Source: an optimization exercise on an open RTL-to-GDS flow (aim: small area, a short achievable clock period and few clock cycles). Production flows keep margins and buffers that such runs may drop. Function was checked by simulation only, so behaviour that the tests miss may differ from the original. Power is estimated from default activity; no workload was simulated.

the baseline:
## steganography
module steganography (
    input         sys_clk,
    input         reset,
    input         start,
    input         mode,
    input  [31:0] message_size,
    output        done,
    output [31:0] image_addra,
    input  [31:0] image_rddataa,
    output [31:0] secret_addra,
    input  [31:0] secret_rddataa,
    output [31:0] image_wrdatab,
    output [3:0]  image_web,
    output [31:0] image_addrb,
    output [31:0] secret_wrdatab,
    output [3:0]  secret_web,
    output [31:0] secret_addrb
);
    function [5:0] tlo;
        input [3:0] l;
        begin
            case (l)
                4'd0: tlo = 6'b000000;
                4'd1: tlo = 6'b000001;
                4'd2: tlo = 6'b000010;
                4'd3: tlo = 6'b000100;
                4'd4: tlo = 6'b000101;
                4'd5: tlo = 6'b000110;
                4'd6: tlo = 6'b001000;
                4'd7: tlo = 6'b001001;
                4'd8: tlo = 6'b001010;
                4'd9: tlo = 6'b010000;
                4'd10: tlo = 6'b010001;
                4'd11: tlo = 6'b010010;
                4'd12: tlo = 6'b010100;
                4'd13: tlo = 6'b010101;
                4'd14: tlo = 6'b010110;
                4'd15: tlo = 6'b011000;
                default: tlo = 6'b0;
            endcase
        end
    endfunction
    function [7:0] clamp;
        input [7:0] b;
        begin
            clamp = {b[7:1], b[0] ^ ((b == 8'd0) | (b == 8'd255))};
        end
    endfunction
    reg        started;
    reg        mode_r;
    reg        v1;                 
    reg        v2, v3, pv;         
    reg        wvi;                
    reg [3:0]  wvs;                
    reg        done_r;
    reg [16:0] ra;                 
    reg [13:0] G;                  
    reg [1:0]  Kl;                 
    reg [16:0] wa;                 
    reg [2:0]  p2;                 
    reg [2:0]  p3;                 
    always @(*) begin
        case (p2)
            3'd1:    Kl = 2'd1;
            3'd2:    Kl = 2'd2;
            3'd3:    Kl = 2'd2;
            3'd4:    Kl = 2'd3;
            default: Kl = 2'd0;
        endcase
    end
    wire hit = ({G, Kl} == message_size[15:0]);    
    wire ginc = v2 & (p2 == 3'd4);
    wire wr   = wvi | (wvs == 4'b1000);    
    always @(posedge sys_clk) begin
        if (reset) begin
  ...
Size: ~1400 cells after synthesis, ~300 I/O pins, ~11000 sq um of cells after synthesis.
==> module steganography, before the edit <==
module steganography (
    input         sys_clk,
    input         reset,
    input         start,
    input         mode,
    input  [31:0] message_size,
    output        done,
    output [31:0] image_addra,
    input  [31:0] image_rddataa,
    output [31:0] secret_addra,
    input  [31:0] secret_rddataa,
    output [31:0] image_wrdatab,
    output [3:0]  image_web,
    output [31:0] image_addrb,
    output [31:0] secret_wrdatab,
    output [3:0]  secret_web,
    output [31:0] secret_addrb
);
    function [5:0] tlo;
        input [3:0] l;
        begin
            case (l)
                4'd0: tlo = 6'b000000;
                4'd1: tlo = 6'b000001;
                4'd2: tlo = 6'b000010;
                4'd3: tlo = 6'b000100;
                4'd4: tlo = 6'b000101;
                4'd5: tlo = 6'b000110;
                4'd6: tlo = 6'b001000;
                4'd7: tlo = 6'b001001;
                4'd8: tlo = 6'b001010;
                4'd9: tlo = 6'b010000;
                4'd10: tlo = 6'b010001;
                4'd11: tlo = 6'b010010;
                4'd12: tlo = 6'b010100;
                4'd13: tlo = 6'b010101;
                4'd14: tlo = 6'b010110;
                4'd15: tlo = 6'b011000;
                default: tlo = 6'b0;
            endcase
        end
    endfunction
    function [7:0] clamp;
        input [7:0] b;
        begin
            clamp = {b[7:1], b[0] ^ ((b == 8'd0) | (b == 8'd255))};
        end
    endfunction
    reg        started;
    reg        mode_r;
    reg        v1;                 
    reg        v2, v3, pv;         
    reg        wvi;                
    reg [3:0]  wvs;                
    reg        done_r;
    reg [16:0] ra;                 
    reg [13:0] G;                  
    reg [1:0]  Kl;                 
    reg [16:0] wa;                 
    reg [2:0]  p2;                 
    reg [2:0]  p3;                 
    always @(*) begin
        case (p2)
            3'd1:    Kl = 2'd1;
            3'd2:    Kl = 2'd2;
            3'd3:    Kl = 2'd2;
            3'd4:    Kl = 2'd3;
            default: Kl = 2'd0;
        endcase
    end
    wire hit = ({G, Kl} == message_size[15:0]);    
    wire ginc = v2 & (p2 == 3'd4);
    wire wr   = wvi | (wvs == 4'b1000);    
    always @(posedge sys_clk) begin
        if (reset) begin
            started <= 1'b0;
            v1      <= 1'b0;
            v2      <= 1'b0;
            v3      <= 1'b0;
            pv      <= 1'b0;
            wvi     <= 1'b0;
            wvs     <= 4'd0;
            done_r  <= 1'b0;
            ra      <= 17'd0;
        end else begin
            started <= started | start;
            v1      <= ~started & start;
            ra      <= started ? ra + 17'd1 : {16'd0, start};
            v2      <= v1 | (v2 & ~hit);
            v3      <= v2;
            pv      <= v3;
            wvi     <= ~mode_r & pv;
            case (p3)
                3'd1:    wvs <= {4{mode_r & v3}};
                3'd2:    wvs <= {2'b00, mode_r & v3, 1'b0};
                3'd4:    wvs <= {1'b0, mode_r & v3, 2'b00};
                3'd5:    wvs <= {mode_r & v3, 3'b000};
                default: wvs <= 4'd0;
            endcase
            done_r  <= done_r | (wvi & ~pv) | ((|wvs) & ~v3);
        end
    end
    always @(posedge sys_clk)
        G <= {14{started}} & (G + {13'd0, ginc});
    always @(posedge sys_clk)
        wa <= {17{started}} & (wa + {16'd0, wr});
    always @(posedge sys_clk)
        p2 <= ~started ? 3'd5 : (p2 == 3'd5) ? 3'd0 : p2 + 3'd1;
    always @(posedge sys_clk)
        mode_r <= mode;
    always @(*) begin
        case (p2)
            3'd0:    p3 = 3'd5;
            3'd1:    p3 = 3'd0;
            3'd2:    p3 = 3'd1;
            3'd3:    p3 = 3'd2;
            3'd4:    p3 = 3'd3;
            default: p3 = 3'd4;
        endcase
    end
    reg [31:0] d1;
    always @(posedge sys_clk) begin
        if (mode_r)
            d1 <= image_rddataa;
        else
            d1 <= {clamp(image_rddataa[31:24]), clamp(image_rddataa[23:16]),
                   clamp(image_rddataa[15:8]),  clamp(image_rddataa[7:0])};
    end
    wire [5:0] r0, r1, r2, r3;     
    g_tr27 u_r0 (.b(d1[7:0]),   .r(r0));
    g_tr27 u_r1 (.b(d1[15:8]),  .r(r1));
    g_tr27 u_r2 (.b(d1[23:16]), .r(r2));
    g_tr27 u_r3 (.b(d1[31:24]), .r(r3));
    reg  [5:0] carry;              
    wire [5:0] fA2, fB2, cn2;
    g_s2mix u_s2 (.r0(r0), .r1(r1), .r2(r2), .r3(r3), .carry(carry), .p(p2),
                  .fA(fA2), .fB(fB2), .cn(cn2));
    reg  [5:0] fA, fB;             
    reg  [31:0] d2;
    reg  [4:0] nA, nB;             
    reg  [3:0] sA;                 
    always @(*) begin
        case (p2)
            3'd0:    sA = secret_rddataa[7:4];
            3'd1:    sA = secret_rddataa[3:0];
            3'd2:    sA = secret_rddataa[15:12];
            3'd3:    sA = secret_rddataa[23:20];
            3'd4:    sA = secret_rddataa[19:16];
            default: sA = secret_rddataa[31:28];
        endcase
    end
    wire [3:0] sB = (p2 == 3'd2) ? secret_rddataa[11:8] : secret_rddataa[27:24];
    wire [5:0] tnA = tlo(sA);
    wire [5:0] tnB = tlo(sB);
    always @(posedge sys_clk) begin
        fA <= fA2;
        fB <= fB2;
        carry <= cn2;
        d2 <= d1;
        nA <= {tnA[4], tnA[3:0]};
        nB <= {tnB[4], tnB[3:0]};
    end
    reg [31:0] pw;                 
    reg [7:0]  pt;                 
    wire [31:0] emb;               
    wire [7:0]  ptn;               
    wire [3:0]  xA3, xB3;          
    g_s3 u_s3 (.nA(nA), .nB(nB), .fA(fA), .fB(fB), .p(p3), .pw(pw), .pt(pt),
               .v3(v3), .emb(emb), .ptn(ptn), .xA(xA3), .xB(xB3));
    wire        xph14 = (p3 == 3'd1) | (p3 == 3'd4);
    wire [7:0]  xb    = xph14 ? {wrdata[7:4], xA3} : {xA3, xB3};
    wire [31:0] ext   = (p3 == 3'd1) ? {24'd0, xb} : {4{xb}};
    reg [31:0] wrdata;
    always @(posedge sys_clk) begin
        pw <= d2;
        pt <= ptn;
        wrdata <= mode_r ? ext : emb;
    end
    assign done           = done_r;
    assign image_addra    = {13'd0, ra, 2'b00};
    assign secret_addra   = {16'd0, G, 2'b00};
    assign image_addrb    = {13'd0, wa, 2'b00};
    assign secret_addrb   = {13'd0, wa, 2'b00};
    assign image_wrdatab  = wrdata;
    assign secret_wrdatab = wrdata;
    assign image_web      = {4{wvi}};
    assign secret_web     = wvs;
endmodule
export LEC_CHECK = 0
export ABC_AREA = 1
export CAP_MARGIN = 20
export CORE_MARGIN = 2
export CORE_UTILIZATION = 40
export SLEW_MARGIN = 20
create_clock -name core_clock -period 16.0 [get_ports {sys_clk}]
standard.sh (not shown) runs the stock make flow with config.mk's settings and CLKGATE_MAP_FILE= SYNTH_SCRIPT=/design/flow/synth_recipe.tcl, a recipe that flattens the netlist after the stock synthesis.
==> flow/flow/run.sh <==
#!/bin/bash
# Own flow: the standard synthesis; then the synthesized logic (not the
# registers, which keep their names and cells) is mapped again with ABC for
# area; then the standard layout, with buf_1 cells as the port buffers.
# Each tool's output goes to a log file here.
set -euo pipefail
W=$(pwd)
F=$W/flow
R=$W/orfs/results/$FLOW_PLATFORM/steganography/base
LIB=$FLOW_HOME/platforms/sky130hd/lib/sky130_fd_sc_hd__tt_025C_1v80.lib
export BUFFER_PORTS_ARGS="-buffer_cell sky130_fd_sc_hd__buf_1"
export SETUP_SLACK_MARGIN=11.6
export CTS_ARGS="-sink_clustering_enable -repair_clock_nets -buf_list {sky130_fd_sc_hd__clkbuf_8 sky130_fd_sc_hd__clkbuf_16} -root_buf sky130_fd_sc_hd__clkbuf_16 -sink_clustering_size 24 -sink_clustering_max_diameter 120 -dont_use_dummy_load"

# 1. standard synthesis
bash standard.sh synth > synth.log 2>&1
cp $R/1_2_yosys.v synth_standard.v

# 2. logic re-mapping
yosys -q -l cells.log -p "read_liberty -ignore_miss_func -ignore_miss_dir $LIB; write_verilog -noattr cells_all.v"
python3 $F/mkmap.py cells_all.v comb_map.v
DU=""
for c in $(cat $F/dont_use.txt); do DU="$DU -dont_use $c"; done
printf 'strash\n&get -n\n&deepsyn -T %s\n&put\ndch -f\n&get -n\n&nf -R 1000\n&put\ntopo\nstime -c\n' "${DEEPSYN_T:-120}" > remap.abc
yosys -l remap.log -p "
read_liberty -lib $LIB
read_verilog synth_standard.v
hierarchy -top $FLOW_TOP
techmap -map comb_map.v
techmap
opt -fast
abc -script $W/remap.abc -liberty $LIB $DU
opt_clean -purge
hilomap -singleton -hicell sky130_fd_sc_hd__conb_1 HI -locell sky130_fd_sc_hd__conb_1 LO
insbuf -buf sky130_fd_sc_hd__buf_4 A X
write_verilog -noattr -noexpr -nohex -nodec $W/remapped.v
stat -liberty $LIB
" > /dev/null
cp remapped.v $R/1_2_yosys.v

# 3. standard layout from the re-mapped netlist
bash standard.sh > layout.log 2>&1
Other scripts of this flow, unchanged in this note and not shown: flow/flow/dont_use.txt, flow/flow/mkmap.py
Testbench counts of the baseline, summed over its fixed seeds: cycles 9,323.
Edits applied to the flow inputs when going from the baseline to the candidate:
diff --git a/flow/design.v b/flow/design.v
--- a/flow/design.v
+++ b/flow/design.v
@@ -1659,10 +1659,9 @@
     reg        started;
     reg        mode_r;
     reg        v1;                 
     reg        v2, v3, pv;         
-    reg        wvi;                
-    reg [3:0]  wvs;                
+    reg        wvi, wvs;           
     reg        done_r;
     reg [16:0] ra;                 
     reg [13:0] G;                  
     reg [1:0]  Kl;                 
@@ -1679,41 +1678,35 @@
         endcase
     end
     wire hit = ({G, Kl} == message_size[15:0]);    
     wire ginc = v2 & (p2 == 3'd4);
-    wire wr   = wvi | (wvs == 4'b1000);    
+    wire wr   = wvi | wvs;
     always @(posedge sys_clk) begin
         if (reset) begin
             started <= 1'b0;
             v1      <= 1'b0;
             v2      <= 1'b0;
             v3      <= 1'b0;
             pv      <= 1'b0;
             wvi     <= 1'b0;
-            wvs     <= 4'd0;
+            wvs     <= 1'b0;
             done_r  <= 1'b0;
             ra      <= 17'd0;
+            G       <= 14'd0;
         end else begin
             started <= started | start;
             v1      <= ~started & start;
             ra      <= started ? ra + 17'd1 : {16'd0, start};
+            G       <= G + {13'd0, ginc};
             v2      <= v1 | (v2 & ~hit);
             v3      <= v2;
             pv      <= v3;
             wvi     <= ~mode_r & pv;
-            case (p3)
-                3'd1:    wvs <= {4{mode_r & v3}};
-                3'd2:    wvs <= {2'b00, mode_r & v3, 1'b0};
-                3'd4:    wvs <= {1'b0, mode_r & v3, 2'b00};
-                3'd5:    wvs <= {mode_r & v3, 3'b000};
-                default: wvs <= 4'd0;
-            endcase
-            done_r  <= done_r | (wvi & ~pv) | ((|wvs) & ~v3);
+            wvs     <= mode_r & v3 & ((p3 == 3'd5) | ~v2);
+            done_r  <= done_r | (wvi & ~pv) | (wvs & ~v3);
         end
     end
     always @(posedge sys_clk)
-        G <= {14{started}} & (G + {13'd0, ginc});
-    always @(posedge sys_clk)
         wa <= {17{started}} & (wa + {16'd0, wr});
     always @(posedge sys_clk)
         p2 <= ~started ? 3'd5 : (p2 == 3'd5) ? 3'd0 : p2 + 3'd1;
     always @(posedge sys_clk)
@@ -1776,16 +1769,30 @@
     wire [7:0]  ptn;               
     wire [3:0]  xA3, xB3;          
     g_s3 u_s3 (.nA(nA), .nB(nB), .fA(fA), .fB(fB), .p(p3), .pw(pw), .pt(pt),
                .v3(v3), .emb(emb), .ptn(ptn), .xA(xA3), .xB(xB3));
-    wire        xph14 = (p3 == 3'd1) | (p3 == 3'd4);
-    wire [7:0]  xb    = xph14 ? {wrdata[7:4], xA3} : {xA3, xB3};
-    wire [31:0] ext   = (p3 == 3'd1) ? {24'd0, xb} : {4{xb}};
     reg [31:0] wrdata;
     always @(posedge sys_clk) begin
         pw <= d2;
         pt <= ptn;
-        wrdata <= mode_r ? ext : emb;
+        if (!mode_r)
+            wrdata <= emb;
+        else if (v3) begin
+            case (p3)
+                3'd0: wrdata <= {24'd0, xA3, 4'd0};
+                3'd1: wrdata[3:0] <= xA3;
+                3'd2: begin
+                    wrdata[15:12] <= xA3;
+                    wrdata[11:8]  <= xB3;
+                end
+                3'd3: wrdata[23:20] <= xA3;
+                3'd4: wrdata[19:16] <= xA3;
+                default: begin
+                    wrdata[31:28] <= xA3;
+                    wrdata[27:24] <= xB3;
+                end
+            endcase
+        end
     end
     assign done           = done_r;
     assign image_addra    = {13'd0, ra, 2'b00};
     assign secret_addra   = {16'd0, G, 2'b00};
@@ -1793,6 +1800,6 @@
     assign secret_addrb   = {13'd0, wa, 2'b00};
     assign image_wrdatab  = wrdata;
     assign secret_wrdatab = wrdata;
     assign image_web      = {4{wvi}};
-    assign secret_web     = wvs;
+    assign secret_web     = {4{wvs}};
 endmodule
Findings:
In the candidate relative to the baseline, routed wire length had gone up by a few percent.
The candidate ended with more share of total power in the clock network than the baseline.
Between the candidate and the baseline, it is the candidate whose detailed-routed wire length on met2 is higher, by 820 um.
Compared with the baseline, the candidate is the less power-hungry design.
[compare] base=the baseline new=the candidate: wire length of the first global-routing pass moved up, slew at the pin closest to its max-slew limit dropped 0.058 ns.
The baseline → the candidate: fmax -about 0.8%, clock distribution area overhead in the final layout stayed essentially flat.
Testbench counts of the candidate, summed over its fixed seeds: cycles 9,323.

[afterwards: timing with drivers on the ports]
The flow's constraints put no driver on any port. The routed layouts listed below were extracted and timed again, unchanged, in two steps.
Step 1 sets driving cells, clkbuf_16 on the clock port and buf_2 on the other inputs (assumed; they add their load-dependent delay and slew).
Step 2, shift: input delay + t, output delay - t, t = (earliest + latest rising clock arrival at the registers) / 2. This alone moves slack from input paths to output paths.
Slacks: ideal / step 1 / step 2; pairs: ideal / step 1.
run	t (ns)	slack for setup (ns)	worst setup path after step 2	worst slew at a driven data input, ns
the baseline	0.514	11.690 / 11.639 / 11.275	input to register	0.04
the candidate	0.512	11.657 / 11.604 / 11.248	input to register	0.05
After both steps every run listed still meets setup and hold. For the baseline, which loses most, drivers alone change the setup slack by -0.051 ns; drivers and shift together by -0.415 ns.
